Background: an optimization exercise with open tools, aiming at small area. Do not read the settings as production practice.
Only simulation tests tie the RTL to the original design; equivalence was not proved.
No driver is modelled on the clock port, so clocking that relies on it looks cheaper here than on a real chip.
Power and IR drop assume default switching activity.

--- design/flow/config.mk ---
export PLATFORM = sky130hd
export DESIGN_NAME = spi_flash_top
export DESIGN_NICKNAME = spi_flash_top
export VERILOG_FILES = /design/flow/design.v
export SDC_FILE = /design/flow/constraint.sdc
export NUM_CORES = 4
export LEC_CHECK = 0
export CAP_MARGIN = 20
export CORE_MARGIN = 2
export CORE_UTILIZATION = 70
export CTS_BUF_LIST = sky130_fd_sc_hd__clkbuf_4 sky130_fd_sc_hd__clkbuf_8
export SLEW_MARGIN = 20
--- design/flow/run.sh ---
#!/bin/bash
# synth_recipe.tcl (not shown) runs the flow's synth.tcl, then flattens the netlist and writes it again
# the make line also repeats each setting of config.mk as NAME=value (left out here)
make -C /OpenROAD-flow-scripts/flow DESIGN_CONFIG=/design/flow/config.mk WORK_HOME=/design/flow/orfs CLKGATE_MAP_FILE= SYNTH_SCRIPT=/design/flow/synth_recipe.tcl finish
--- design/flow/design.v ---
module key_debounce(
    input               clk     ,
    input               rst_n   ,
    input       [2:0]   key_in  ,
    output reg  [2:0]   key_out
);
    reg  [2:0]  kr0, kr1;
    reg  [9:0]  dq;
    wire [2:0]  nedge = ~kr0 & kr1;
    wire        dz    = ~|dq[8:0];
    wire        dend  = dz & dq[9];
    wire        dfb   = dz ? |nedge : (dq[9] ^ dq[0] ^ dq[5] ^ (dq[3] & dq[7]));
    always @(posedge clk or negedge rst_n) begin
        if (!rst_n) begin
            kr0     <= 3'b111;
            kr1     <= 3'b111;
            key_out <= 3'b000;
            dq      <= 10'd0;
        end else begin
            kr0     <= key_in;
            kr1     <= kr0;
            key_out <= dend ? ~kr1 : 3'b000;
            dq      <= {dq[8:0], dfb};
        end
    end
endmodule
module spi_master(
    input               clk     ,
    input               rst_n   ,
    input               req     ,
    input               pre_d   ,
    input               miso    ,
    output reg  [6:0]   sc      ,
    output              tdone   ,
    output reg  [23:0]  rx      ,
    output              mosi    ,
    output              sclk    ,
    output              cs_n
);
    reg         pre, mosi_r;
    reg  [6:0]  sc_n;
    reg         c;
    integer     i;
    always @(*) begin
        c = req;
        for (i = 0; i < 7; i = i + 1) begin
            sc_n[i] = sc[i] ^ c;
            c = c & sc[i];
        end
    end
    always @(posedge clk or negedge rst_n) begin
        if (!rst_n) begin
            sc     <= 7'd0;
            mosi_r <= 1'b0;
        end else begin
            sc <= sc_n;
            if (sc[3:0] == 4'd3)
                mosi_r <= pre;
        end
    end
    always @(posedge clk) begin
        pre <= pre_d;
        if (sc[3:0] == 4'd11)
            rx <= {rx[22:0], miso};
    end
    assign tdone = req & (&sc);
    assign sclk  = ~(sc[3] ^ sc[2]);
    assign mosi  = mosi_r;
    assign cs_n  = ~req;
endmodule
module flash_read(
    input               clk     ,
    input               rst_n   ,
    input               rd_id   ,
    input               rd_data ,
    input               tdone   ,
    output              req     ,
    output              req_n   ,
    output reg  [7:0]   tx      ,
    output              vld     ,
    output              flag
);
    reg  [4:0]  r;
    wire        busy  = r[4];
    wire        ready = ~r[4] & ~r[3];
    wire        last  = r[3] ? (&r[2:0]) : (&r[1:0]);
    always @(posedge clk or negedge rst_n) begin
        if (!rst_n)
            r <= 5'd0;
        else if (ready)
            r <= rd_id ? {2'b10, rd_data, 2'b00} : rd_data ? 5'b11000 : 5'b00000;
        else if (~busy)
            r <= {2'b00, r[2], 2'b10};
        else if (tdone)
            r <= last ? {2'b01, r[3] | r[2], 2'b00}
                      : {r[4:3], r[2] ^ (r[3] & r[1] & r[0]), r[1] ^ r[0], ~r[0]};
    end
    always @(*) begin
        tx = 8'h00;
        if (busy & ~r[3] & (r[1:0] == 2'd0))
            tx = 8'h9F;
        else if (busy & r[3])
            case (r[2:0])
                3'd0: tx = 8'h03;
                3'd1: tx = 8'h0F;
                3'd2: tx = 8'h91;
                3'd3: tx = 8'h03;
                default: tx = 8'h00;
            endcase
    end
    assign req   = busy;
    assign req_n = busy | (ready & (rd_id | rd_data));
    assign vld   = ~r[4] & r[1];
    assign flag  = r[2];
endmodule
module flash_write(
    input               clk     ,
    input               rst_n   ,
    input               write   ,
    input       [7:0]   wr_cur  ,    
    input       [1:0]   rx_lo   ,    
    input               tdone   ,
    output              req     ,
    output              req_n   ,
    output reg  [7:0]   tx      ,
    output              vld     ,
    output reg          wip
);
    localparam M_IDLE = 3'd0, M_DONE = 3'd1, M_WREN1 = 3'd2, M_WREN2 = 3'd3,
               M_SE = 3'd4, M_PP = 3'd5, M_RDSR1 = 3'd6, M_RDSR2 = 3'd7;
    localparam S_IDLE = 3'd0, S_CMD = 3'd1, S_ADDR = 3'd2, S_DATA = 3'd3, S_DELA = 3'd4;
    reg  [2:0]  m, s;
    reg  [3:0]  cnt0;
    reg  [14:0] cnt1;
    reg         wel;
    wire m_idle = (m == M_IDLE) | (m == M_DONE);
    wire m_wren = (m == M_WREN1) | (m == M_WREN2);
    wire m_se   = (m == M_SE);
    wire m_pp   = (m == M_PP);
    wire m_rdsr = (m == M_RDSR1) | (m == M_RDSR2);
    wire s_idle = (s == S_IDLE);
    wire s_cmd  = (s == S_CMD);
    wire s_addr = (s == S_ADDR);
    wire s_data = (s == S_DATA);
    wire s_dela = (s == S_DELA);
    wire add0 = ~m_rdsr & tdone;
    wire end0 = add0 & (s_cmd ? (cnt0 == 4'd0) : s_addr ? (cnt0 == 4'd2) : (cnt0 == 4'd3));
    wire rdsr_data = m_rdsr & s_data;
    wire ctx1 = s_dela | rdsr_data;
    wire add1 = s_dela | (rdsr_data & tdone);
    wire hit1 = s_dela ? ((m_wren | m_rdsr) ? (&cnt1[3:0]) :                           
                          m_se ? (cnt1[14] & (&cnt1[11:9]) & (&cnt1[4:0])) :           
                                 ((&cnt1[9:5]) & (&cnt1[2:0])))                        
                       : ((&cnt1[10:6]) & (&cnt1[3:0]));                               
    wire end1 = add1 & (hit1 | (tdone & ~wip));
    wire dela_end = s_dela & end1;
    reg  [14:0] cnt1_n;
    reg         c;
    integer     i;
    always @(*) begin
        c = add1;
        for (i = 0; i < 15; i = i + 1) begin
            cnt1_n[i] = cnt1[i] ^ c;
            c = c & cnt1[i];
        end
    end
    always @(posedge clk)
        cnt1 <= (ctx1 & ~end1) ? cnt1_n : 15'd0;
    always @(posedge clk or negedge rst_n) begin
        if (!rst_n) begin
            m    <= M_IDLE;
            s    <= S_IDLE;
            cnt0 <= 4'd0;
            wip  <= 1'b0;
            wel  <= 1'b0;
        end else begin
            case (m)
                M_IDLE, M_DONE: m <= write ? M_WREN1 : M_IDLE;
                M_WREN1: if (dela_end) m <= M_SE;
                M_WREN2: if (dela_end) m <= M_PP;
                M_SE:    if (dela_end) m <= M_RDSR1;
                M_PP:    if (dela_end) m <= M_RDSR2;
                M_RDSR1: if (dela_end & ~wip) m <= wel ? M_PP : M_WREN2;
                M_RDSR2: if (dela_end) m <= M_DONE;
            endcase
            case (s)
                S_IDLE: if (~m_idle) s <= S_CMD;
                S_CMD:  if (tdone) s <= (m_se | m_pp) ? S_ADDR : m_rdsr ? S_DATA : S_DELA;
                S_ADDR: if (end0) s <= m_se ? S_DELA : S_DATA;
                S_DATA: if ((end0 & m_pp) | (rdsr_data & end1)) s <= S_DELA;
                S_DELA: if (end1) s <= S_IDLE;
                default: s <= S_IDLE;
            endcase
            if (add0)
                cnt0 <= end0 ? 4'd0 : {cnt0[3] ^ (&cnt0[2:0]), cnt0[2] ^ (&cnt0[1:0]),
                                       cnt0[1] ^ cnt0[0], ~cnt0[0]};
            if (rdsr_data & tdone) begin
                wel <= rx_lo[1];
                wip <= rx_lo[0];
            end
        end
    end
    wire [7:0]  asel = (cnt0 == 4'd0) ? 8'h0F : (cnt0 == 4'd1) ? 8'h91 :
                       (cnt0 == 4'd2) ? 8'h03 : 8'h00;
    wire [7:0]  ppc;
    assign ppc[0]   = 1'b0;
    assign ppc[1]   = wr_cur[0] & cnt0[0];
    assign ppc[2]   = (wr_cur[1] & cnt0[1]) | ((wr_cur[1] ^ cnt0[1]) & ppc[1]);
    assign ppc[3]   = ppc[2] & wr_cur[2];
    assign ppc[4]   = ppc[3] & wr_cur[3];
    assign ppc[5]   = ppc[4] & wr_cur[4];
    assign ppc[6]   = ppc[5] & wr_cur[5];
    assign ppc[7]   = ppc[6] & wr_cur[6];
    wire [7:0]  pp_byte = wr_cur ^ {6'd0, cnt0[1:0]} ^ ppc;
    always @(*) begin
        tx = 8'h00;
        if (m_wren)
            tx = 8'h06;
        else if (m_rdsr)
            tx = 8'h05;
        else if (s_cmd)
            tx = m_se ? 8'hD8 : 8'h02;
        else if (s_addr)
            tx = asel;
        else if (s_data)
            tx = pp_byte;
    end
    assign req   = s_cmd | s_addr | s_data;
    assign req_n = req | (s_idle & ~m_idle);
    assign vld   = (m == M_DONE);
endmodule
module flash_ctrl(
    input       [2:0]   bit_idx ,
    input               wr_req_n,
    input       [7:0]   wr_tx   ,
    input               rd_req_n,
    input       [7:0]   rd_tx   ,
    output              pre_d
);
    wire [7:0] tx = ({8{wr_req_n}} & wr_tx) | ({8{rd_req_n}} & rd_tx);
    assign pre_d = tx[~bit_idx];
endmodule
module seg_driver(
    input               clk     ,
    input               rst_n   ,
    input       [23:0]  rx      ,
    input               rd_vld  ,
    input               rd_flag ,
    input               wr_vld  ,
    input               wr_err  ,
    input       [7:0]   wr_val  ,
    output      [5:0]   sel     ,
    output      [7:0]   dig
);
    localparam C_BLANK = 5'h10, C_P = 5'h11;
    reg  [15:0] rid;
    reg  [7:0]  lo;
    reg         f_id, f_rd, f_w, f_e;
    always @(posedge clk)
        if (rd_vld)
            rid <= rx[23:8];
    always @(posedge clk or negedge rst_n) begin
        if (!rst_n) begin
            lo   <= 8'd0;
            f_id <= 1'b0;
            f_rd <= 1'b0;
            f_w  <= 1'b0;
            f_e  <= 1'b0;
        end else if (rd_vld | wr_vld) begin
            lo   <= ({8{rd_vld}} & rx[7:0]) | ({8{wr_vld}} & (wr_err ? 8'h22 : wr_val));
            f_id <= rd_vld & ~rd_flag;
            f_rd <= rd_vld & rd_flag;
            f_w  <= wr_vld;
            f_e  <= wr_vld & wr_err;
        end
    end
    reg  [7:0]  sq;
    wire        sq_end = ~sq[0] & sq[2] & sq[3] & sq[6] & sq[7];
    wire        sq_fb  = sq[7] ^ sq[1] ^ sq[3] ^ sq[4] ^ (~sq[0] & ~sq[2]);
    reg  [2:0]  jd;
    always @(posedge clk or negedge rst_n) begin
        if (!rst_n) begin
            sq <= 8'd188;
            jd <= 3'd0;
        end else begin
            sq <= {sq[6:0], sq_fb};
            if (sq_end)
                jd <= {jd[1:0], ~jd[2]};
        end
    end
    wire d0 = ~jd[2] & ~jd[0];
    wire d1 =  jd[0] & ~jd[1];
    wire d2 =  jd[1] & ~jd[2];
    wire d3 =  jd[2] &  jd[0];
    wire d4 =  jd[1] & ~jd[0];
    wire d5 =  jd[2] & ~jd[1];
    assign sel = ~{d5, d4, d3, d2, d1, d0};
    wire [3:0] nib = ({4{d0}} & rid[15:12]) | ({4{d1}} & rid[11:8]) |
                     ({4{d2}} & rid[7:4])   | ({4{d3}} & rid[3:0])   |
                     ({4{d4}} & lo[7:4])    | ({4{d5}} & lo[3:0]);
    wire       hi  = ~jd[0] & jd[1] | jd[2] & ~jd[1];        
    wire [3:0] v   = ((hi | f_id) ? nib : 4'd0) | {1'b0, d1 & f_rd, d0 & f_rd, 1'b0};
    wire       letter = d0 ? (f_rd | f_w) : d1 ? f_w : hi & f_e;
    wire       blank  = d2 & (f_rd | (f_w & ~f_e)) | d3 & (f_rd | f_w);
    wire       dchar  = d1 & f_rd & ~f_w;
    reg  [4:0] code;
    always @(*) begin
        if (blank)
            code = C_BLANK;
        else if (dchar)
            code = 5'h0D;
        else if (letter)
            code = (v == 4'd0) ? C_P : (v == 4'd2) ? 5'h0A : (v == 4'd3) ? 5'h05 : C_BLANK;
        else
            code = {1'b0, v};
    end
    reg  [4:0] s1, s2;
    always @(posedge clk or negedge rst_n) begin
        if (!rst_n) begin
            s1 <= 5'h00;
            s2 <= C_BLANK;
        end else begin
            s1 <= code;
            s2 <= s1;
        end
    end
    reg [6:0] glyph;
    always @(*) begin
        case (s2)
            5'h00: glyph = 7'b100_0000;
            5'h01: glyph = 7'b111_1001;
            5'h02: glyph = 7'b010_0100;
            5'h03: glyph = 7'b011_0000;
            5'h04: glyph = 7'b001_1001;
            5'h05: glyph = 7'b001_0010;
            5'h06: glyph = 7'b000_0010;
            5'h07: glyph = 7'b111_1000;
            5'h08: glyph = 7'b000_0000;
            5'h09: glyph = 7'b001_0000;
            5'h0A: glyph = 7'b000_1000;
            5'h0B: glyph = 7'b000_0011;
            5'h0C: glyph = 7'b100_0110;
            5'h0D: glyph = 7'b010_0001;
            5'h0E: glyph = 7'b000_0110;
            5'h0F: glyph = 7'b000_1110;
            C_P:   glyph = 7'b000_1100;
            default: glyph = 7'b111_1111;
        endcase
    end
    assign dig = {1'b1, glyph};
endmodule
module spi_flash_top(
    input               clk     ,
    input               rst_n   ,
    input               miso    ,
    output              mosi    ,
    output              sclk    ,
    output              cs_n    ,
    input       [2:0]   key_in  ,
    output      [5:0]   seg_sel ,
    output      [7:0]   seg_dig
    );
    wire [2:0]  key_out;
    wire [6:0]  sc;
    wire [23:0] rx;
    wire        tdone, pre_d;
    wire        rd_req, rd_req_n, rd_vld, rd_flag;
    wire [7:0]  rd_tx;
    wire        wr_req, wr_req_n, wr_vld, wr_err;
    wire [7:0]  wr_tx;
    key_debounce u_key(
        .clk(clk), .rst_n(rst_n), .key_in(key_in), .key_out(key_out));
    reg         k2d;
    reg  [7:0]  wr_prev;
    reg  [7:0]  wr_cur;
    reg         c;
    integer     i;
    always @(*) begin
        c = k2d;
        for (i = 0; i < 8; i = i + 1) begin
            wr_cur[i] = wr_prev[i] ^ c;
            c = c & wr_prev[i];
        end
    end
    always @(posedge clk or negedge rst_n) begin
        if (!rst_n) begin
            k2d     <= 1'b0;
            wr_prev <= 8'd0;
        end else begin
            k2d     <= key_out[2];
            wr_prev <= wr_cur;
        end
    end
    spi_master u_spi(
        .clk(clk), .rst_n(rst_n), .req(rd_req | wr_req), .pre_d(pre_d),
        .miso(miso), .sc(sc), .tdone(tdone), .rx(rx),
        .mosi(mosi), .sclk(sclk), .cs_n(cs_n));
    flash_read u_read(
        .clk(clk), .rst_n(rst_n), .rd_id(key_out[0]), .rd_data(key_out[1]),
        .tdone(tdone), .req(rd_req), .req_n(rd_req_n), .tx(rd_tx),
        .vld(rd_vld), .flag(rd_flag));
    flash_write u_write(
        .clk(clk), .rst_n(rst_n), .write(key_out[2]), .wr_cur(wr_cur),
        .rx_lo(rx[1:0]), .tdone(tdone), .req(wr_req), .req_n(wr_req_n),
        .tx(wr_tx), .vld(wr_vld), .wip(wr_err));
    flash_ctrl u_ctrl(
        .bit_idx(sc[6:4]), .wr_req_n(wr_req_n), .wr_tx(wr_tx),
        .rd_req_n(rd_req_n), .rd_tx(rd_tx), .pre_d(pre_d));
    seg_driver u_seg(
        .clk(clk), .rst_n(rst_n), .rx(rx), .rd_vld(rd_vld), .rd_flag(rd_flag),
        .wr_vld(wr_vld), .wr_err(wr_err), .wr_val(wr_prev),
        .sel(seg_sel), .dig(seg_dig));
endmodule
--- design/flow/constraint.sdc ---
create_clock -name core_clock -period 10.0 [get_ports {clk}]
set_input_delay 2.0000 -clock core_clock [delete_from_list [all_inputs] [get_ports {clk}]]
set_output_delay 2.0000 -clock core_clock [all_outputs]
set_load 0.01 [all_outputs]
==> results of run 1 <==
-- registers in the layout, indices dropped and copies added (netlist names), 4 cells and up --
name	flops
u_key.dq	10
u_read.r	5
u_seg.lo	8
u_seg.rid	16
u_seg.s1	5
u_seg.s2	5
u_seg.sq	8
u_spi.rx	24
u_spi.sc	7
u_write.cnt0	4
u_write.cnt1	15
wr_prev	8
-- cells in the final DEF, fill, tap and decap left out, types with 3 or more instances in the layout --
| master | n |
|---|---|
| edfxtp_1 | 40 |
| dfstp_2 | 12 |
| a21oi_1 | 24 |
| o221ai_1 | 3 |
| a22o_1 | 6 |
| dfxtp_1 | 16 |
| inv_1 | 34 |
| clkbuf_8 | 18 |
| nor2b_1 | 16 |
| nand3_1 | 15 |
| nand2_1 | 50 |
| clkinv_4 | 4 |
| o31ai_1 | 3 |
| a221o_1 | 4 |
| clkdlybuf4s50_1 | 20 |
| nand4_1 | 5 |
| nor3_1 | 7 |
| inv_6 | 4 |
| a22oi_1 | 10 |
| xnor2_1 | 7 |
| a221oi_1 | 7 |
| mux2i_1 | 5 |
| a21oi_2 | 3 |
| and2_1 | 18 |
| a31oi_1 | 6 |
| mux2_2 | 4 |
| o21ai_0 | 27 |
| ha_1 | 51 |
| o22ai_1 | 5 |
| nand2b_1 | 7 |
| xor2_1 | 4 |
| nor2_1 | 48 |
| dfrtp_1 | 74 |
| a211oi_1 | 4 |
-- critical path: cells and delay by family (launching register included) --
kind | cells | cell delay (ns)
xor+xnor | 1 | 0.13
fa+ha+maj | 14 | 2.77
flops | 1 | 0.74
simple gates | 2 | 0.60
compound gates | 1 | 0.17
-- per-stage QoR --
| step | hold slack [ns] | cell area, sq um | worst slack (ns) | instances | total power [mW] |
|---|---|---|---|---|---|
| 6_report | 0.3551 | 7310 | 5.485 | 749 | 1.642 |
| 5_1_grt | 0.3614 | 7310 | 5.246 | 749 | 1.738 |
| 4_1_cts | 0.3532 | 7308 | 5.483 | 749 | 1.656 |
| 3_5_place_dp | 0.3347 | 6904 | 5.511 | 717 | 1.192 |
| 3_3_place_gp | 0.3321 | 6904 | 5.591 | 717 | 1.166 |
| 2_1_floorplan | 0.3312 | 6644 | 5.917 | 589 | 1.044 |
-- final cells by class --
type                       instances  share of cell area, %
multi-input combinational        390                  37.11
tap                              129                  2.208
sequential                       142                  50.46
inverter                          34                  1.746
timing repair buffer              22                  2.944
clock buffer                      18                  3.389
clock inverter                    14                  2.140
-- cells by family after synthesis --
logic type | count (synthesis) | synth area share, %
flip-flops | 142 | 55.52
AND/OR/NAND/NOR | 186 | 13.97
AO/OA/AOI/OAI | 131 | 13.99
buffers and inverters | 57 | 3.672
adder cells (fa/ha/maj) | 52 | 9.906
multiplexers | 9 | 1.431
XOR/XNOR | 11 | 1.450
other | 1 | 0.05644
-- power by group through the flow --
stage / Clock, mW / Sequential (mW) / Combinational (mW)
after floorplan: 0 / 0.763 / 0.280
after global placement: 0 / 0.805 / 0.361
after detailed placement: 0 / 0.815 / 0.377
after CTS: 0.470 / 0.804 / 0.381
after global routing: 0.493 / 0.819 / 0.426
final: 0.460 / 0.805 / 0.377
-- per-layer routing --
layer / vias to the layer above / track usage, % / share of wire, %
met3: 30 / 7.937 / 5.1
li1: 2161 / - / -
met2: 153 / 45.90 / 50
met5: - / 0 / 0
met4: 0 / 12.06 / 2.8
met1: 2184 / 34.82 / 42
-- Yosys cell counts (all sizes together) (6+ instances only) --
library cell,instances
o21ai,28
nand3,15
dfrtp,74
a221oi,8
a21oi,27
dfxtp,16
ha,51
a31oi,6
buf,10
nor2,48
a22oi,11
inv,34
edfxtp,40
a22o,6
nand2,50
nor2b,16
xnor2,7
clkbuf,13
nand2b,7
nor3,7
dfstp,12
and2,19
-- worst min-delay path by stage --
stage / cells past startpoint / to / slack, ns
global placement: 0 / u_seg.s2[0] / 0.33
finish: 0 / u_seg.s2[3] / 0.36
detailed placement: 0 / u_seg.s2[3] / 0.33
floorplan: 0 / u_seg.s2[0] / 0.33
global route: 0 / u_seg.s2[4] / 0.36
CTS: 0 / u_seg.s2[0] / 0.35
==> impl_metrics.py, run 1 <==
metrics = {
    "die": {
        "rows": 35,
        "start_util_pct": 71.90,
        "die-width_um": 101.4,
        "die_h_um": 101.4,
        "coreArea_sq_um": 9240,
        "boundaryPins": 23,
        "die_area_sq_um": 10290,
    },
    "timing": {
        "fmax_mhz": 221.5,
        "hold_viol_final": 0,
        "setup_tns_ns": 0,
        "final.period_utilization_pct": 45.15,
        "rsz0062_at_grt": "false",
        "worst_pin_slew_ns": 0.8891,
        "slew-limit-headroom_pct": 40.66,
        "setup_violations": 0,
        "layout_min_cycle_time_ns": 4.515,
        "final-max-slew-violation-count": 0,
        "fin_skew_ns": 0.01245,
    },
    "synthesis": {
        "yosysSeqAreaShare_pct": 55.52,
        "yosys_warnings": 6,
        "syn_avg_cell_area_sq_um": 11.28,
        "yosysTopAreaCell": "dfrtp_1",
        "synth_edf_count": 40,
        "synth_area_leaders": "dfrtp_1 (28%), edfxtp_1 (18%), ha_1 (9.6%)",
        "ys_types": 69,
        "synth-main-ff-cell": "dfrtp_1",
        "ys_seq_elements": 142,
        "synth.top_cell.area_share_pct": 27.87,
        "postSynthCellCount": 589,
        "synth_area_sq_um": 6644,
        "async_flop_share_pct": 60.56,
        "synthesis.nets": 647,
    },
    "worst_hold_path": {
        "hold_class": "reg -> reg",
        "hp-start": "u_seg.s1[3]",
    },
    "pwr": {
        "power_switching_uw": 524.6,
        "pwr-share-seq_pct": 49.0,
        "clkPwrFrac_pct": 28.0,
        "p_leak_nw": 3.201,
        "power_density_nw_per_um2": 224.6,
        "ir_worst_vdd_uv": 155.2,
        "switching_share_pct": 31.95,
        "combPwrFrac_pct": 23.0,
        "p_int_mw": 1.117,
    },
    "setup_path": {
        "critPathLaunchType": "flop",
        "cp-end-kind": "flop",
        "rr_worst_depth": 18,
        "reg2reg_to": "u_write.cnt1[14]",
        "path_class": "reg -> reg",
        "arrival_ns": 4.86,
        "crit_end": "u_write.cnt1[14]",
        "rr_startpoint": "u_write.s[1]",
        "cp_common_cell": "ha_1",
        "rrSetupSlack_ns": 5.49,
        "critPathLaunch": "u_write.s[1]",
        "crit_required_ns": 10.35,
        "path_max_fanout": 22,
        "path_cells": "or3b_1 -> o21ai_0 -> ha_1 -> ha_1 -> ha_1 -> ha_1 -> ha_1 -> ha_1 -> ha_1 -> ha_1 -> ha_1 -> ha_1 -> ha_1 -> ha_1 -> ha_1 -> ha_1 -> xor2_1 -> and2_1",
        "cpMaxStageDelayCell": "dfrtp_1",
        "slowest_delay_ns": 0.74,
    },
    "job": {
        "maxCapViolCount": 0,
    },
    "clock_network": {
        "cts_tree": "yes",
        "clock-sinks": 142,
        "cts_resized": 0,
        "insertion_delay_ns": 0.45,
        "clk_pin_slew_worst_paths_ns": 0.08,
        "clockBufferDepth": 2,
        "numCtsBuffers": 17,
        "ctsHoldBuffers": 0,
        "h-tree-depth": 4,
        "cts_root_buf": "clkbuf_8",
        "post_cts.repair.setup_buffers": 0,
    },
    "global_route": {
        "grt_pass1_wl_um": 21660,
        "grt_pass1_vias": 4538,
        "grt_max_degree": 67,
        "grt_overflow": 0,
        "antenna_found_initial": 0,
        "grt_usage_pct": 27.91,
    },
    "final_layout": {
        "multi_input_area_sq_um": 2713,
        "fillerInstances": 588,
        "final_util_pct": 79.11,
        "nets": 665,
        "drive_above_1_share_pct": 9.839,
        "register_area_sq_um": 3689,
        "syn_to_final_growth_pct": 10.02,
        "diodes": 0,
    },
    "drt": {
        "first_iter_violations": 239,
        "drc": 0,
        "via_per_inst": 6.045,
        "wl_per_cell_um": 17.54,
        "first_pass_iters": 5,
        "dr_total_vias": 4528,
        "ant_nets": 0,
        "wirelength_um": 13140,
    },
    "placed_design": {
        "io_buffers": 21,
        "dp_hpwl_um": 9218,
        "place.gp.congestion": 0.8696,
    },
    "outcome": {
        "status": "timing/DRC/antenna clean",
    },
}
==> inputs of run 2 (changes only) <==
==> design/flow/flow/run.sh (new file) <==
#!/bin/bash
# Own layout flow: the standard synthesis, then the combinational logic
# is mapped again by ABC for area (registers, tie cells and their names are
# kept as the standard synthesis made them), then the standard layout.
set -euo pipefail
W=$(pwd)
R=$W/orfs/results/$FLOW_PLATFORM/spi_flash_top/base
LIB=$FLOW_HOME/platforms/$FLOW_PLATFORM/lib/sky130_fd_sc_hd__tt_025C_1v80.lib

bash standard.sh synth > $W/flow_synth.log 2>&1

cp $R/1_2_yosys.v $W/std_netlist.v
DU=$(awk '/DONT_USE_CELLS/,/^$/' $FLOW_HOME/platforms/$FLOW_PLATFORM/config.mk \
     | tr ' \\' '\n\n' | grep '^sky130' | sort -u | sed 's/^/-dont_use /' | tr '\n' ' ')
cat > $W/remap.ys <<EOY
read_liberty -ignore_miss_func $LIB
read_verilog $W/std_netlist.v
hierarchy -top $FLOW_TOP
blackbox sky130_fd_sc_hd__df* sky130_fd_sc_hd__edf* sky130_fd_sc_hd__sdf* sky130_fd_sc_hd__dl* sky130_fd_sc_hd__conb_1
flatten
opt_clean
abc -liberty $LIB $DU
opt_clean -purge
hilomap -singleton -hicell sky130_fd_sc_hd__conb_1 HI -locell sky130_fd_sc_hd__conb_1 LO
insbuf -buf sky130_fd_sc_hd__buf_4 A X
splitnets
opt_clean -purge
hierarchy -top $FLOW_TOP
tee -o $W/remap_stat.txt stat -liberty $LIB
write_verilog -noattr -nohex -nodec $W/remap_netlist.v
EOY
yosys -s $W/remap.ys > $W/flow_remap.log 2>&1
cp $W/remap_netlist.v $R/1_2_yosys.v
touch $R/1_2_yosys.v

bash standard.sh finish > $W/flow_layout.log 2>&1
==> design/flow/standard.sh (new file) <==
#!/bin/bash
# synth_recipe.tcl (not shown) runs the flow's synth.tcl, then flattens the netlist and writes it again
# the make line also repeats each setting of config.mk as NAME=value (left out here)
make -C /OpenROAD-flow-scripts/flow DESIGN_CONFIG=/design/flow/config.mk WORK_HOME=/design/flow/orfs CLKGATE_MAP_FILE= SYNTH_SCRIPT=/design/flow/synth_recipe.tcl "${@:-finish}"
removed: design/flow/run.sh
==> impl_metrics.py, run 2 <==
metrics = {
    "drt": {
        "dr_wl_met2_um": 6188,
        "via_per_inst": 6.422,
        "drc": 0,
        "first_pass_iters": 5,
        "wl_met3_um": 720,
        "highest_layer": "met4",
        "first_iter_violations": 425,
        "ant_nets": 0,
        "wl_per_cell_um": 17.70,
        "dr_total_vias": 4624,
        "m1WireLength_um": 5489,
        "wirelength_um": 12740,
    },
    "setup_path": {
        "critPathLaunchType": "flop",
        "path_max_fanout": 15,
        "rr_startpoint": "u_write.s[0]",
        "cpMaxStageDelayCell": "dfrtp_1",
        "cp_num_buf_inv": 1,
        "path_class": "reg -> out",
        "critPathTopFamily": "flip-flops",
        "crit_required_ns": 8.00,
        "cp-end-kind": "output port",
        "critPathLaunch": "u_seg.s2[2]",
        "arrival_ns": 2.42,
        "path_cells": "o21ai_0 -> a21oi_1 -> nor3_1 -> or4_1 -> clkdlybuf4s50_1",
        "slowest_delay_ns": 0.58,
    },
    "final_layout": {
        "fillerInstances": 474,
        "syn_to_final_growth_pct": 12.66,
        "top_register": "u_spi.rx",
        "largest_register_ffs": 24,
        "final_common_cell": "dfrtp_1",
        "largest_registers": "u_spi.rx (24), u_seg.rid (16), u_write.cnt1 (15)",
        "diodes": 0,
        "final_cell_mix": "dfrtp_1 (74), nand2_1 (62), nor2_1 (52), edfxtp_1 (40), a21oi_1 (39)",
        "drive_above_1_share_pct": 7.805,
        "nets": 608,
    },
    "timing": {
        "hold_viol_final": 0,
        "setup_tns_ns": 0,
        "final.period_utilization_pct": 44.23,
        "fin_skew_ns": 0.01608,
        "setup_violations": 0,
        "layout_min_cycle_time_ns": 4.423,
        "fmax_mhz": 226.1,
        "final-max-slew-violation-count": 0,
        "slew-limit-headroom_pct": 43.46,
        "rsz0062_at_grt": "false",
        "layout_setup_ws_ns": 5.577,
        "worst_pin_slew_ns": 0.8429,
    },
    "clock_network": {
        "clk_pin_slew_worst_paths_ns": 0.08,
        "post_cts.repair.setup_buffers": 0,
        "clockBufferDepth": 2,
        "cts_tree": "yes",
        "clock-sinks": 142,
        "ctsHoldBuffers": 0,
        "h-tree-depth": 4,
        "numCtsBuffers": 17,
        "insertion_delay_ns": 0.44,
        "cts_root_buf": "clkbuf_8",
        "cts_resized": 0,
    },
    "pwr": {
        "finalPower_mw": 1.655,
        "p_leak_nw": 2.726,
        "power_density_nw_per_um2": 241.7,
        "ir_worst_vdd_uv": 204.6,
    },
    "synthesis": {
        "syn_avg_cell_area_sq_um": 10.83,
        "yosys_warnings": 6,
        "synth_area_sq_um": 6077,
        "postSynthCellCount": 561,
        "synthesis.nets": 567,
    },
    "global_route": {
        "grt_overflow": 0,
        "grt_pass1_wl_um": 21070,
        "antenna_found_initial": 0,
        "grt_usage_pct": 28.18,
        "grt_pass1_vias": 4371,
        "grt_max_degree": 87,
    },
    "die": {
        "boundaryPins": 23,
        "start_util_pct": 73.22,
        "coreArea_sq_um": 8299,
        "die_h_um": 97.18,
        "rows": 33,
        "die_area_sq_um": 9443,
        "die-width_um": 97.18,
    },
    "placed_design": {
        "pre_cts_slack_ns": 6.032,
        "dp_hpwl_um": 8207,
        "io_buffers": 21,
        "place.gp.congestion": 0.9472,
    },
    "outcome": {
        "status": "timing/DRC/antenna clean",
    },
    "worst_hold_path": {
        "hold_class": "reg -> reg",
        "hp-start": "u_seg.s1[0]",
    },
    "job": {
        "maxCapViolCount": 0,
    },
}
==> run 2: final cells by class <==
cell class | count | area (sq um) | area share [%]
clock buffers | 18 | 247.7 | 3.618
clock inverters | 14 | 166.4 | 2.431
inverters | 18 | 67.56 | 0.9868
multi-input cells | 400 | 2318 | 33.86
flip-flops and latches | 142 | 3689 | 53.87
well taps | 105 | 131.4 | 1.919
repair buffers | 23 | 226.5 | 3.308
==> run 2: metrics by stage <==
stage	instance area, sq um	utilization (%)	hold slack, ns	cells
4_1_cts	6843	82.45	0.3538	720
3_3_place_gp	6429	77.46	0.3320	688
3_5_place_dp	6429	77.46	0.3347	688
6_report	6847	82.50	0.3526	720
2_1_floorplan	6077	-	0.3312	561
5_1_grt	6847	82.50	0.3565	720
==> run 2: where the power goes <==
group          internal, mW  switching, mW  leakage, nW
Sequential            0.719          0.110         1.59
Clock                 0.219          0.254        0.213
Combinational         0.164          0.189        0.926
Total                  1.10          0.553         2.73
==> run 2: metal layers <==
metal,vias up,track usage [%]
met5,-,0
met4,0,11.27
met3,35,6.331
met2,181,45.57
met1,2237,37.46
li1,2171,-
==> run 2: path summary, 6_finish.rpt <==
check                                   endpoint  slack [ns]  depth (start not counted)
worst max-delay path                  seg_dig[3]        5.58                          5
worst min-delay path                 u_seg.s2[0]        0.35                          0
worst max register to register  u_write.cnt1[13]        6.34                          9
worst min register to register       u_seg.s2[0]        0.35                          0
max in group asynchronous           u_write.m[2]        7.88                          1
min in group asynchronous            u_seg.s2[3]        1.60                          1
==> inputs of run 3 (changes only) <==
--- a/design/flow/flow/run.sh
+++ b/design/flow/flow/run.sh
@@ -35,2 +35,3 @@
 
+export CTS_ARGS="-sink_clustering_enable -repair_clock_nets -buf_list sky130_fd_sc_hd__clkbuf_8 -dont_use_dummy_load"
 bash standard.sh finish > $W/flow_layout.log 2>&1
--- a/design/flow/config.mk
+++ b/design/flow/config.mk
@@ -10,3 +10,2 @@
 export CORE_UTILIZATION = 70
-export CTS_BUF_LIST = sky130_fd_sc_hd__clkbuf_4 sky130_fd_sc_hd__clkbuf_8
 export SLEW_MARGIN = 20
==> impl_metrics.py, run 3 <==
metrics = {
    "outcome": {
        "status": "timing/DRC/antenna clean",
    },
    "synthesis": {
        "synthesis.nets": 567,
        "yosys_warnings": 6,
        "syn_avg_cell_area_sq_um": 10.83,
        "synth_area_sq_um": 6077,
        "postSynthCellCount": 561,
    },
    "final_layout": {
        "final_cells": 705,
        "drive_above_1_share_pct": 5.500,
        "final_cell_mix": "dfrtp_1 (74), nand2_1 (62), nor2_1 (52), edfxtp_1 (40), a21oi_1 (39)",
        "largest_register_ffs": 24,
        "nets": 608,
        "top_register": "u_spi.rx",
        "largest_registers": "u_spi.rx (24), u_seg.rid (16), u_write.cnt1 (15)",
        "syn_to_final_growth_pct": 9.697,
        "fillerInstances": 512,
        "final_common_cell": "dfrtp_1",
        "diodes": 0,
        "final_util_pct": 80.33,
    },
    "setup_path": {
        "path_class": "reg -> out",
        "critPathLaunchType": "flop",
        "arrival_ns": 2.41,
        "crit_required_ns": 8.00,
        "rr_worst_depth": 9,
        "rr_startpoint": "u_write.s[0]",
        "reg2reg_to": "u_write.cnt1[13]",
        "rrSetupSlack_ns": 6.51,
        "cp-end-kind": "output port",
        "path_max_fanout": 15,
    },
    "die": {
        "coreArea_sq_um": 8299,
        "start_util_pct": 73.22,
        "die_area_sq_um": 9443,
        "boundaryPins": 23,
        "die_h_um": 97.18,
        "rows": 33,
        "die-width_um": 97.18,
    },
    "drt": {
        "via_per_inst": 6.437,
        "drc": 0,
        "dr_total_vias": 4538,
        "wirelength_um": 12010,
        "wl_per_cell_um": 17.03,
        "first_pass_iters": 5,
        "ant_nets": 0,
        "first_iter_violations": 343,
    },
    "pwr": {
        "p_leak_nw": 2.636,
        "power_density_nw_per_um2": 226.4,
        "ir_worst_vdd_uv": 175.9,
    },
    "clock_network": {
        "clock-sinks": 142,
        "numCtsBuffers": 17,
        "clockBufferDepth": 2,
        "insertion_delay_ns": 0.45,
        "clk_pin_slew_worst_paths_ns": 0.06,
        "cts_resized": 0,
        "cts_root_buf": "clkbuf_8",
        "h-tree-depth": 4,
        "post_cts.repair.setup_buffers": 0,
        "cts_tree": "yes",
        "ctsHoldBuffers": 0,
    },
    "global_route": {
        "grt_pass1_wl_um": 20210,
        "antenna_found_initial": 0,
        "grt_overflow": 0,
        "grt_pass1_vias": 4288,
        "grt_max_degree": 87,
        "grt_usage_pct": 26.85,
    },
    "timing": {
        "hold_viol_final": 0,
        "rsz0062_at_grt": "false",
        "setup_violations": 0,
        "final.period_utilization_pct": 44.14,
        "final-max-slew-violation-count": 0,
        "setup_tns_ns": 0,
        "fmax_mhz": 226.6,
        "worst_pin_slew_ns": 0.8365,
        "layout_setup_ws_ns": 5.586,
        "slew-limit-headroom_pct": 43.89,
        "fin_skew_ns": 0.04118,
        "layout_min_cycle_time_ns": 4.414,
    },
    "placed_design": {
        "dp_hpwl_um": 8207,
        "dp_cells": 688,
        "pre_cts_slack_ns": 6.032,
        "io_buffers": 21,
        "place.gp.congestion": 0.9472,
    },
    "worst_hold_path": {
        "worstHoldEndpoint": "u_seg.s2[0]",
        "hold_depth": 0,
        "hp-start": "u_seg.s1[0]",
        "hold_class": "reg -> reg",
    },
    "job": {
        "maxCapViolCount": 0,
    },
}
[run 3: how the worst max path moves through the flow]
stage	start	endpoint	cells past startpoint
6_report	u_seg.s2[2]	seg_dig[3]	5
5_1_grt	u_seg.s2[2]	seg_dig[3]	5
4_1_cts	u_seg.s2[2]	seg_dig[3]	5
3_5_place_dp	u_seg.s2[2]	seg_dig[3]	5
3_3_place_gp	u_seg.s2[2]	seg_dig[3]	5
2_1_floorplan	u_seg.s2[2]	seg_dig[3]	4
[run 3: layout make-up]
type / instances / area, sq um / area share (%)
Multi-Input combinational cell: 400 / 2318 / 34.78
Sequential cell: 142 / 3689 / 55.33
Clock buffer: 17 / 234.0 / 3.510
Tap cell: 105 / 131.4 / 1.971
Timing Repair Buffer: 23 / 226.5 / 3.397
Inverter: 18 / 67.56 / 1.014
[run 3: power by group]
group / total [mW] / leakage [nW] / switching, mW / internal (mW)
registers: 0.826 / 1.59 / 0.107 / 0.720
logic: 0.351 / 0.926 / 0.186 / 0.164
clock network: 0.332 / 0.122 / 0.183 / 0.149
total: 1.51 / 2.64 / 0.476 / 1.03
[run 3: per-layer routing]
metal,vias to the layer above,GRT usage (%),share of wire (%)
li1,2159,-,-
met1,2199,37.16,44
met2,153,42.47,49
met3,27,4.820,5.2
met4,0,11.38,2.4
met5,-,0,0
[run 3: worst max-delay path, stage by stage (launching register included)]
cell,delay [ns]
dfrtp_1,0.57
o21ai_0,0.20
a21oi_1,0.18
nor3_1,0.06
or4_1,0.49
clkdlybuf4s50_1,0.49
[run 3: through the flow]
step / instance area [sq um] / hold slack (ns) / total power [mW]
after floorplan: 6077 / 0.3312 / 1.036
after global placement: 6429 / 0.3320 / 1.163
after detailed placement: 6429 / 0.3347 / 1.187
after CTS: 6663 / 0.3494 / 1.510
after global routing: 6666 / 0.3520 / 1.586
final: 6666 / 0.3477 / 1.509
==> inputs of run 4 (changes only) <==
--- a/design/flow/flow/run.sh
+++ b/design/flow/flow/run.sh
@@ -1,5 +1,9 @@
 #!/bin/bash
-# Own layout flow: the standard synthesis, then the combinational logic
-# is mapped again by ABC for area (registers, tie cells and their names are
-# kept as the standard synthesis made them), then the standard layout.
+# Own layout flow:
+#  1. the standard synthesis (standard.sh synth), unchanged;
+#  2. its combinational logic mapped again by ABC for area; the registers,
+#     their names and cell types, and the tie cells are kept as they are;
+#  3. the standard layout (standard.sh finish) on that netlist, with
+#     small port buffers and a clock tree without dummy loads.
+# Each tool's output goes to a log file of its own in this folder.
 set -euo pipefail
@@ -14,2 +18,3 @@
      | tr ' \\' '\n\n' | grep '^sky130' | sort -u | sed 's/^/-dont_use /' | tr '\n' ' ')
+ABCS='+strash;&get,-n;&deepsyn,-T,30;&put;&get,-n;&dch,-f;&nf,-R,1000;&put'
 cat > $W/remap.ys <<EOY
@@ -21,3 +26,3 @@
 opt_clean
-abc -liberty $LIB $DU
+abc -liberty $LIB $DU -script $ABCS
 opt_clean -purge
@@ -36,2 +41,3 @@
 export CTS_ARGS="-sink_clustering_enable -repair_clock_nets -buf_list sky130_fd_sc_hd__clkbuf_8 -dont_use_dummy_load"
+export BUFFER_PORTS_ARGS="-buffer_cell sky130_fd_sc_hd__buf_1"
 bash standard.sh finish > $W/flow_layout.log 2>&1
==> impl_metrics.py, run 4 <==
metrics = {
    "outcome": {
        "status": "timing/DRC/antenna clean",
    },
    "worst_hold_path": {
        "hold_class": "reg -> reg",
    },
    "die": {
        "die_area_sq_um": 9054,
        "die-width_um": 95.15,
        "start_util_pct": 71.50,
        "boundaryPins": 23,
        "die_h_um": 95.15,
        "rows": 33,
        "coreArea_sq_um": 8134,
    },
    "timing": {
        "setup_violations": 0,
        "fmax_mhz": 205.2,
        "final-max-slew-violation-count": 0,
        "rsz0062_at_grt": "false",
        "final.period_utilization_pct": 48.73,
        "worst_pin_slew_ns": 0.8836,
        "layout_min_cycle_time_ns": 4.873,
        "fin_skew_ns": 0.02530,
        "slew-limit-headroom_pct": 41.10,
        "hold_viol_final": 0,
        "setup_tns_ns": 0,
    },
    "clock_network": {
        "cts_root_buf": "clkbuf_8",
        "clockBufferDepth": 2,
        "ctsHoldBuffers": 0,
        "post_cts.repair.setup_buffers": 0,
        "cts_resized": 0,
        "cts_tree": "yes",
        "h-tree-depth": 4,
        "insertion_delay_ns": 0.44,
        "clock-sinks": 142,
        "numCtsBuffers": 17,
        "clk_pin_slew_worst_paths_ns": 0.08,
    },
    "placed_design": {
        "dp_hpwl_um": 7753,
        "place.gp.congestion": 0.9191,
        "placed_cell_area_sq_um": 6050,
        "io_buffers": 21,
    },
    "final_layout": {
        "syn_to_final_growth_pct": 8.111,
        "final_cell_mix": "dfrtp_1 (74), nand2_1 (52), nor2_1 (49), edfxtp_1 (40), a21oi_1 (33)",
        "final_common_cell": "dfrtp_1",
        "largest_registers": "u_spi.rx (24), u_seg.rid (16), u_write.cnt1 (15)",
        "drive_above_1_share_pct": 6.115,
        "diodes": 0,
        "largest_register_ffs": 24,
        "top_register": "u_spi.rx",
        "fillerInstances": 496,
        "nets": 564,
        "fin_area_sq_um": 6287,
    },
    "drt": {
        "wirelength_um": 11690,
        "via_per_inst": 6.315,
        "ant_nets": 0,
        "first_pass_iters": 5,
        "wl_per_cell_um": 17.68,
        "drc": 0,
        "dr_total_vias": 4174,
        "first_iter_violations": 322,
    },
    "synthesis": {
        "syn_avg_cell_area_sq_um": 11.27,
        "postSynthCellCount": 516,
        "synth_area_sq_um": 5816,
        "yosys_warnings": 6,
        "synthesis.nets": 522,
    },
    "global_route": {
        "grt_pass1_vias": 3833,
        "grt_pass1_wl_um": 18490,
        "grt_usage_pct": 27.49,
        "antenna_found_initial": 0,
        "grt_max_degree": 87,
        "grt_overflow": 0,
    },
    "setup_path": {
        "crit_required_ns": 8.00,
        "cp-end-kind": "output port",
        "path_max_fanout": 8,
        "path_class": "reg -> out",
        "arrival_ns": 2.87,
        "critPathLaunchType": "flop",
    },
    "pwr": {
        "combPwrFrac_pct": 18.0,
        "clkPwrFrac_pct": 24.4,
        "pwr-share-seq_pct": 57.6,
        "power_density_nw_per_um2": 212.8,
        "p_int_uw": 937.1,
        "power_switching_uw": 400.8,
        "p_leak_nw": 2.566,
        "switching_share_pct": 29.96,
        "ir_worst_vdd_uv": 145.3,
    },
    "job": {
        "maxCapViolCount": 0,
    },
}
==> run 4: metal layers <==
layer	GRT usage (%)	up-vias	wire length, um
met5	0	-	0
met4	12.92	0	343
met3	6.087	42	628
met2	44.07	163	5837
met1	36.04	2024	4878
li1	-	1945	-
==> run 4: cell type report <==
class                   instances  area, sq um  area share (%)
flip-flops and latches        142         3689           58.67
multi-input cells             357         2064           32.84
clock buffers                  17        234.0           3.721
well taps                     105        131.4           2.090
repair buffers                 24        108.9           1.731
inverters                      16        60.06          0.9552
==> run 4: power by group through the flow <==
stage	sequential, mW	clock (mW)	combinational (mW)
final	0.771	0.326	0.241
after global routing	0.779	0.354	0.270
after CTS	0.770	0.330	0.242
after detailed placement	0.778	0	0.239
after global placement	0.770	0	0.229
after floorplan	0.751	0	0.177
==> run 4: worst paths after layout <==
check / startpoint / endpoint / slack [ns] / depth (start not counted)
max: u_seg.s2[1] / seg_dig[2] / 5.13 / 11
min: u_seg.s1[3] / u_seg.s2[3] / 0.34 / 0
max reg2reg: u_spi.sc[4] / u_write.s[2] / 6.56 / 10
min reg2reg: u_seg.s1[3] / u_seg.s2[3] / 0.34 / 0
max in group asynchronous: rst_n / u_key.key_out[0] / 7.76 / 2
min in group asynchronous: rst_n / u_seg.jd[1] / 1.73 / 2
==> run 4: metrics by stage <==
step           worst slack [ns]  power [mW]  std cells  hold WS [ns]  util [%]
6_report                  5.127       1.338        661        0.3438     77.30
2_1_floorplan             6.057      0.9277        516        0.3312         -
5_1_grt                   4.960       1.402        661        0.3444     77.30
3_3_place_gp              5.962      0.9989        644        0.3344     74.37
4_1_cts                   5.154       1.342        661        0.3404     77.25
3_5_place_dp              5.679       1.017        644        0.3355     74.37
==> run 4: critical path, cell delays in order, from the launching register on <==
cell and delay, ns:
dfrtp_1 0.49, nor2b_1 0.25, nor2_1 0.11, and3_1 0.23, or2_0 0.25, a31oi_1 0.22
o31a_1 0.21, nor2_1 0.06, nor3_1 0.25, o21ai_0 0.14, nand2b_1 0.08, buf_1 0.14
==> inputs of run 5 (changes only) <==
--- a/design/flow/flow/run.sh
+++ b/design/flow/flow/run.sh
@@ -40,3 +40,4 @@
 
-export CTS_ARGS="-sink_clustering_enable -repair_clock_nets -buf_list sky130_fd_sc_hd__clkbuf_8 -dont_use_dummy_load"
+export CTS_ARGS="-sink_clustering_enable -repair_clock_nets -buf_list sky130_fd_sc_hd__clkbuf_4 -dont_use_dummy_load"
+export PRE_CTS_TCL=$W/flow/pre_cts.tcl
 export BUFFER_PORTS_ARGS="-buffer_cell sky130_fd_sc_hd__buf_1"
==> design/flow/flow/pre_cts.tcl (new file) <==
configure_cts_characterization -max_slew 0.08 -max_cap 0.04
--- a/design/flow/config.mk
+++ b/design/flow/config.mk
@@ -9,3 +9,3 @@
 export CORE_MARGIN = 2
-export CORE_UTILIZATION = 70
+export CORE_UTILIZATION = 80
 export SLEW_MARGIN = 20
==> impl_metrics.py, run 5 <==
metrics = {
    "die": {
        "coreArea_sq_um": 7137,
        "boundaryPins": 23,
        "rows": 31,
        "die-width_um": 89.26,
        "start_util_pct": 81.49,
        "die_h_um": 89.26,
        "die_area_sq_um": 7967,
    },
    "final_layout": {
        "final_common_cell": "dfrtp_1",
        "final_cells": 655,
        "syn_to_final_growth_pct": 6.153,
        "top_register": "u_spi.rx",
        "largest_register_ffs": 24,
        "diodes": 0,
        "final_cell_mix": "dfrtp_1 (74), nand2_1 (52), nor2_1 (49), edfxtp_1 (40), a21oi_1 (33)",
        "drive_above_1_share_pct": 6.115,
        "fillerInstances": 368,
        "nets": 564,
        "largest_registers": "u_spi.rx (24), u_seg.rid (16), u_write.cnt1 (15)",
        "final_util_pct": 86.50,
        "fin_area_sq_um": 6173,
    },
    "pwr": {
        "combPwrFrac_pct": 19.5,
        "power_switching_uw": 382.2,
        "ir_worst_vdd_uv": 137.2,
        "clkPwrFrac_pct": 19.0,
        "pwr-share-seq_pct": 61.5,
        "finalPower_mw": 1.246,
        "p_int_uw": 864.1,
        "power_density_nw_per_um2": 201.9,
        "switching_share_pct": 30.67,
        "p_leak_nw": 2.522,
    },
    "global_route": {
        "grt_pass1_vias": 3935,
        "antenna_found_initial": 0,
        "grt_usage_pct": 31.71,
        "grt_max_degree": 87,
        "grt_overflow": 0,
        "grt_pass1_wl_um": 18640,
    },
    "clock_network": {
        "clock-sinks": 142,
        "insertion_delay_ns": 0.53,
        "clk_pin_slew_worst_paths_ns": 0.09,
        "post_cts.repair.setup_buffers": 0,
        "cts_resized": 0,
        "numCtsBuffers": 17,
        "ctsHoldBuffers": 0,
        "cts_tree": "yes",
    },
    "timing": {
        "hold_viol_final": 0,
        "slew-limit-headroom_pct": 42.45,
        "timing.hold.ws_ns": 0.3583,
        "final-max-slew-violation-count": 0,
        "rsz0062_at_grt": "false",
        "final.period_utilization_pct": 47.91,
        "setup_tns_ns": 0,
        "setup_violations": 0,
        "layout_setup_ws_ns": 5.209,
        "fmax_mhz": 208.7,
        "layout_min_cycle_time_ns": 4.791,
        "worst_pin_slew_ns": 0.8632,
        "fin_skew_ns": 0.03550,
    },
    "setup_path": {
        "cp-end-kind": "output port",
        "crit_required_ns": 8.00,
        "path_max_fanout": 8,
        "path_class": "reg -> out",
        "critPathLaunchType": "flop",
        "arrival_ns": 2.79,
    },
    "drt": {
        "dr_wl_met2_um": 6038,
        "first_pass_iters": 7,
        "m1WireLength_um": 4729,
        "highest_layer": "met4",
        "wl_met3_um": 615,
        "drc": 0,
        "wl_per_cell_um": 17.73,
        "dr_total_vias": 4210,
        "ant_nets": 0,
        "wirelength_um": 11610,
        "first_iter_violations": 397,
        "via_per_inst": 6.427,
    },
    "placed_design": {
        "dp_hpwl_um": 8045,
        "place.gp.congestion": 0.9370,
        "pre_cts_slack_ns": 5.789,
        "dp_cells": 638,
        "io_buffers": 21,
        "placed_cell_area_sq_um": 6042,
    },
    "synthesis": {
        "synth_area_sq_um": 5816,
        "postSynthCellCount": 516,
        "synthesis.nets": 522,
        "yosys_warnings": 6,
        "syn_avg_cell_area_sq_um": 11.27,
    },
    "outcome": {
        "status": "timing/DRC/antenna clean",
    },
    "job": {
        "maxCapViolCount": 0,
    },
    "worst_hold_path": {
        "hold_class": "reg -> reg",
    },
}
run 5: worst max-delay path, cell delays in order (launching register included):
cell and delay, ns:
dfrtp_1 0.47, nor2b_1 0.22, nor2_1 0.10, and3_1 0.22, or2_0 0.23, a31oi_1 0.23, o31a_1 0.21, nor2_1 0.05
nor3_1 0.21, o21ai_0 0.13, nand2b_1 0.09, buf_1 0.15
run 5: final timing paths:
kind	startpoint	end	slack, ns	cells after the start
setup / recovery	u_seg.s2[1]	seg_dig[2]	5.21	11
hold / removal	u_key.kr0[0]	u_key.kr1[0]	0.36	0
setup reg to reg	u_spi.sc[4]	u_write.s[2]	6.47	11
hold reg to reg	u_key.kr0[0]	u_key.kr1[0]	0.36	0
max in group asynchronous	rst_n	u_write.s[0]	7.83	2
min in group asynchronous	rst_n	u_seg.lo[4]	1.63	2
run 5: power by group through the flow:
stage / combinational, mW / clock (mW) / sequential (mW)
6_report: 0.243 / 0.237 / 0.767
5_1_grt: 0.275 / 0.263 / 0.776
4_1_cts: 0.243 / 0.240 / 0.765
3_5_place_dp: 0.241 / 0 / 0.776
3_3_place_gp: 0.226 / 0 / 0.769
2_1_floorplan: 0.177 / 0 / 0.751
run 5: area by class of cell:
type	instances	area, sq um	share of cell area, %
multi-input cells	357	2064	33.44
clock buffers	17	127.6	2.067
well taps	99	123.9	2.006
repair buffers	24	108.9	1.763
inverters	16	60.06	0.9728
flip-flops and latches	142	3689	59.75
run 5: routing by layer:
layer / GRT usage (%) / vias to the layer above
li1: - / 1959
met1: 40.44 / 2039
met2: 53.54 / 183
met3: 8.587 / 29
met4: 10.18 / 0
met5: 0 / -
==> inputs of run 6 (changes only) <==
--- a/design/flow/config.mk
+++ b/design/flow/config.mk
@@ -9,3 +9,3 @@
 export CORE_MARGIN = 2
-export CORE_UTILIZATION = 80
+export CORE_UTILIZATION = 70
 export SLEW_MARGIN = 20
==> impl_metrics.py, run 6 <==
metrics = {
    "drt": {
        "wirelength_um": 11120,
        "via_per_inst": 6.305,
        "ant_nets": 0,
        "wl_per_cell_um": 16.80,
        "first_pass_iters": 5,
        "dr_total_vias": 4174,
        "first_iter_violations": 353,
        "drc": 0,
    },
    "timing": {
        "layout_min_cycle_time_ns": 4.323,
        "slew-limit-headroom_pct": 43.48,
        "rsz0062_at_grt": "false",
        "final.period_utilization_pct": 43.23,
        "layout_setup_ws_ns": 5.677,
        "final-max-slew-violation-count": 0,
        "fin_skew_ns": 0.04130,
        "setup_violations": 0,
        "setup_tns_ns": 0,
        "fmax_mhz": 231.3,
        "hold_viol_final": 0,
        "worst_pin_slew_ns": 0.8426,
    },
    "final_layout": {
        "final_cell_mix": "dfrtp_1 (74), nand2_1 (57), nor2_1 (54), a21oi_1 (43), edfxtp_1 (40)",
        "fin_area_sq_um": 6150,
        "multi_input_area_sq_um": 2033,
        "register_area_sq_um": 3689,
        "top_register": "u_spi.rx",
        "fillerInstances": 549,
        "syn_to_final_growth_pct": 6.178,
        "nets": 565,
        "final_common_cell": "dfrtp_1",
        "drive_above_1_share_pct": 5.925,
        "largest_register_ffs": 24,
        "diodes": 0,
        "largest_registers": "u_spi.rx (24), u_seg.rid (16), u_write.cnt1 (15)",
    },
    "placed_design": {
        "place.gp.congestion": 0.8732,
        "pre_cts_slack_ns": 6.279,
        "dp_hpwl_um": 7782,
        "io_buffers": 21,
        "placed_cell_area_sq_um": 6018,
    },
    "worst_hold_path": {
        "hold_class": "reg -> reg",
    },
    "synthesis": {
        "postSynthCellCount": 518,
        "syn_avg_cell_area_sq_um": 11.18,
        "synthesis.nets": 524,
        "synth_area_sq_um": 5792,
        "yosys_warnings": 6,
    },
    "setup_path": {
        "path_max_fanout": 7,
        "cp_common_cell": "nor2_1",
        "critPathLaunchType": "flop",
        "cpMaxStageDelayCell": "dfstp_2",
        "arrival_ns": 2.32,
        "crit_required_ns": 8.00,
        "cp-end-kind": "output port",
        "slowest_delay_ns": 0.61,
        "path_cells": "nor2_1 -> a2111oi_0 -> nor2_1 -> nor2_1 -> o32ai_1 -> buf_1",
        "path_class": "reg -> out",
    },
    "pwr": {
        "finalPower_mw": 1.324,
        "power_density_nw_per_um2": 215.3,
        "combPwrFrac_pct": 22.3,
        "pwr-share-seq_pct": 59.5,
        "power_switching_uw": 432.8,
        "ir_worst_vdd_uv": 153.1,
        "clkPwrFrac_pct": 18.2,
        "p_int_uw": 891.3,
        "p_leak_nw": 2.480,
        "switching_share_pct": 32.69,
    },
    "clock_network": {
        "ctsHoldBuffers": 0,
        "cts_tree": "yes",
        "insertion_delay_ns": 0.51,
        "numCtsBuffers": 17,
        "clock-sinks": 142,
        "clk_pin_slew_worst_paths_ns": 0.12,
        "cts_resized": 0,
        "post_cts.repair.setup_buffers": 0,
    },
    "global_route": {
        "grt_overflow": 0,
        "grt_pass1_vias": 3907,
        "grt_usage_pct": 27.07,
        "grt_max_degree": 87,
        "grt_pass1_wl_um": 18410,
        "antenna_found_initial": 0,
    },
    "die": {
        "start_util_pct": 71.20,
        "boundaryPins": 23,
        "coreArea_sq_um": 8134,
        "die_h_um": 94.96,
        "rows": 33,
        "die_area_sq_um": 9017,
        "die-width_um": 94.96,
    },
    "outcome": {
        "status": "timing/DRC/antenna clean",
    },
    "job": {
        "maxCapViolCount": 0,
    },
}
run 6: layout make-up:
type | count | area share [%]
Multi-Input combinational cell | 357 | 33.06
Timing Repair Buffer | 23 | 1.648
Clock buffer | 17 | 2.075
Inverter | 18 | 1.099
Tap cell | 105 | 2.136
Sequential cell | 142 | 59.98
run 6: worst paths after layout:
path | depth (start not counted) | endpoint | slack, ns | start
min in group asynchronous | 1 | u_seg.s2[2] | 1.52 | rst_n
max reg2reg | 10 | u_write.s[2] | 6.53 | u_write.m[1]
max | 6 | seg_dig[2] | 5.68 | u_seg.s2[4]
min reg2reg | 0 | u_seg.s2[3] | 0.33 | u_seg.s1[3]
max in group asynchronous | 1 | u_seg.lo[1] | 7.94 | rst_n
min | 0 | u_seg.s2[3] | 0.33 | u_seg.s1[3]
run 6: metrics by stage:
stage / hold slack (ns) / instances / util (%)
floorplan: 0.3312 / 518 / -
global placement: 0.3342 / 645 / 73.99
detailed placement: 0.3363 / 645 / 73.99
CTS: 0.3290 / 662 / 75.56
global route: 0.3389 / 662 / 75.60
finish: 0.3291 / 662 / 75.60
run 6: per-layer routing:
| layer | wire [um] | GRT usage, % | part of all wire (%) | vias to the layer above |
|---|---|---|---|---|
| met5 | 0 | 0 | 0 | - |
| met4 | 329 | 11.96 | 3.0 | 0 |
| met3 | 599 | 6.305 | 5.4 | 36 |
| met2 | 5408 | 43.68 | 49 | 160 |
| met1 | 4786 | 35.34 | 43 | 2011 |
| li1 | - | - | - | 1967 |
run 6: power groups by stage:
stage | registers, mW | clock network, mW | logic [mW]
detailed placement | 0.797 | 0 | 0.294
floorplan | 0.769 | 0 | 0.216
global placement | 0.789 | 0 | 0.280
global route | 0.800 | 0.270 | 0.334
CTS | 0.785 | 0.245 | 0.296
finish | 0.787 | 0.241 | 0.296
run 6: worst max-delay path, delay by kind of cell, from the launching register on:
family,cells,cell delay (ns)
DFF,1,0.61
buffers and inverters,1,0.14
AOI/OAI and AO/OA,2,0.67
and+or+nand+nor,3,0.39

==> re-timing with driven ports <==
The flow's constraints put no driver on any port. The routed layouts listed below were extracted and timed again, unchanged, in two steps. Step 1 (the two cells are an assumption about what drives the block):
set clk [get_ports {clk}]
set_driving_cell -lib_cell sky130_fd_sc_hd__clkbuf_16 $clk
set_driving_cell -lib_cell sky130_fd_sc_hd__buf_2 [delete_from_list [all_inputs] $clk]
Step 2 times the ports against the registers' clock, not the clock port: input delays grow and output delays shrink by t, the midpoint of the rising clock arrivals with the driver on. a / b / c = ideal ports / drivers / drivers and shift; a / b = the first two.
run	shift t [ns]	setup WS [ns]	slew at the worst register clock pin (ns)	worst slew at a driven data input, ns	pins driven straight from the clock port
run 1	0.477	5.485 / 5.485 / 5.485	0.08 / 0.08	0.03	1
run 2	0.468	5.577 / 5.542 / 6.010	0.10 / 0.10	0.04	1
run 3	0.469	5.586 / 5.550 / 6.018	0.09 / 0.09	0.04	1
run 4	0.457	5.127 / 5.095 / 5.552	0.08 / 0.08	0.03	1
run 5	0.542	5.209 / 5.178 / 5.721	0.12 / 0.12	0.03	1
run 6	0.525	5.677 / 5.644 / 6.169	0.12 / 0.12	0.04	1
After both steps every run listed still meets setup and hold.
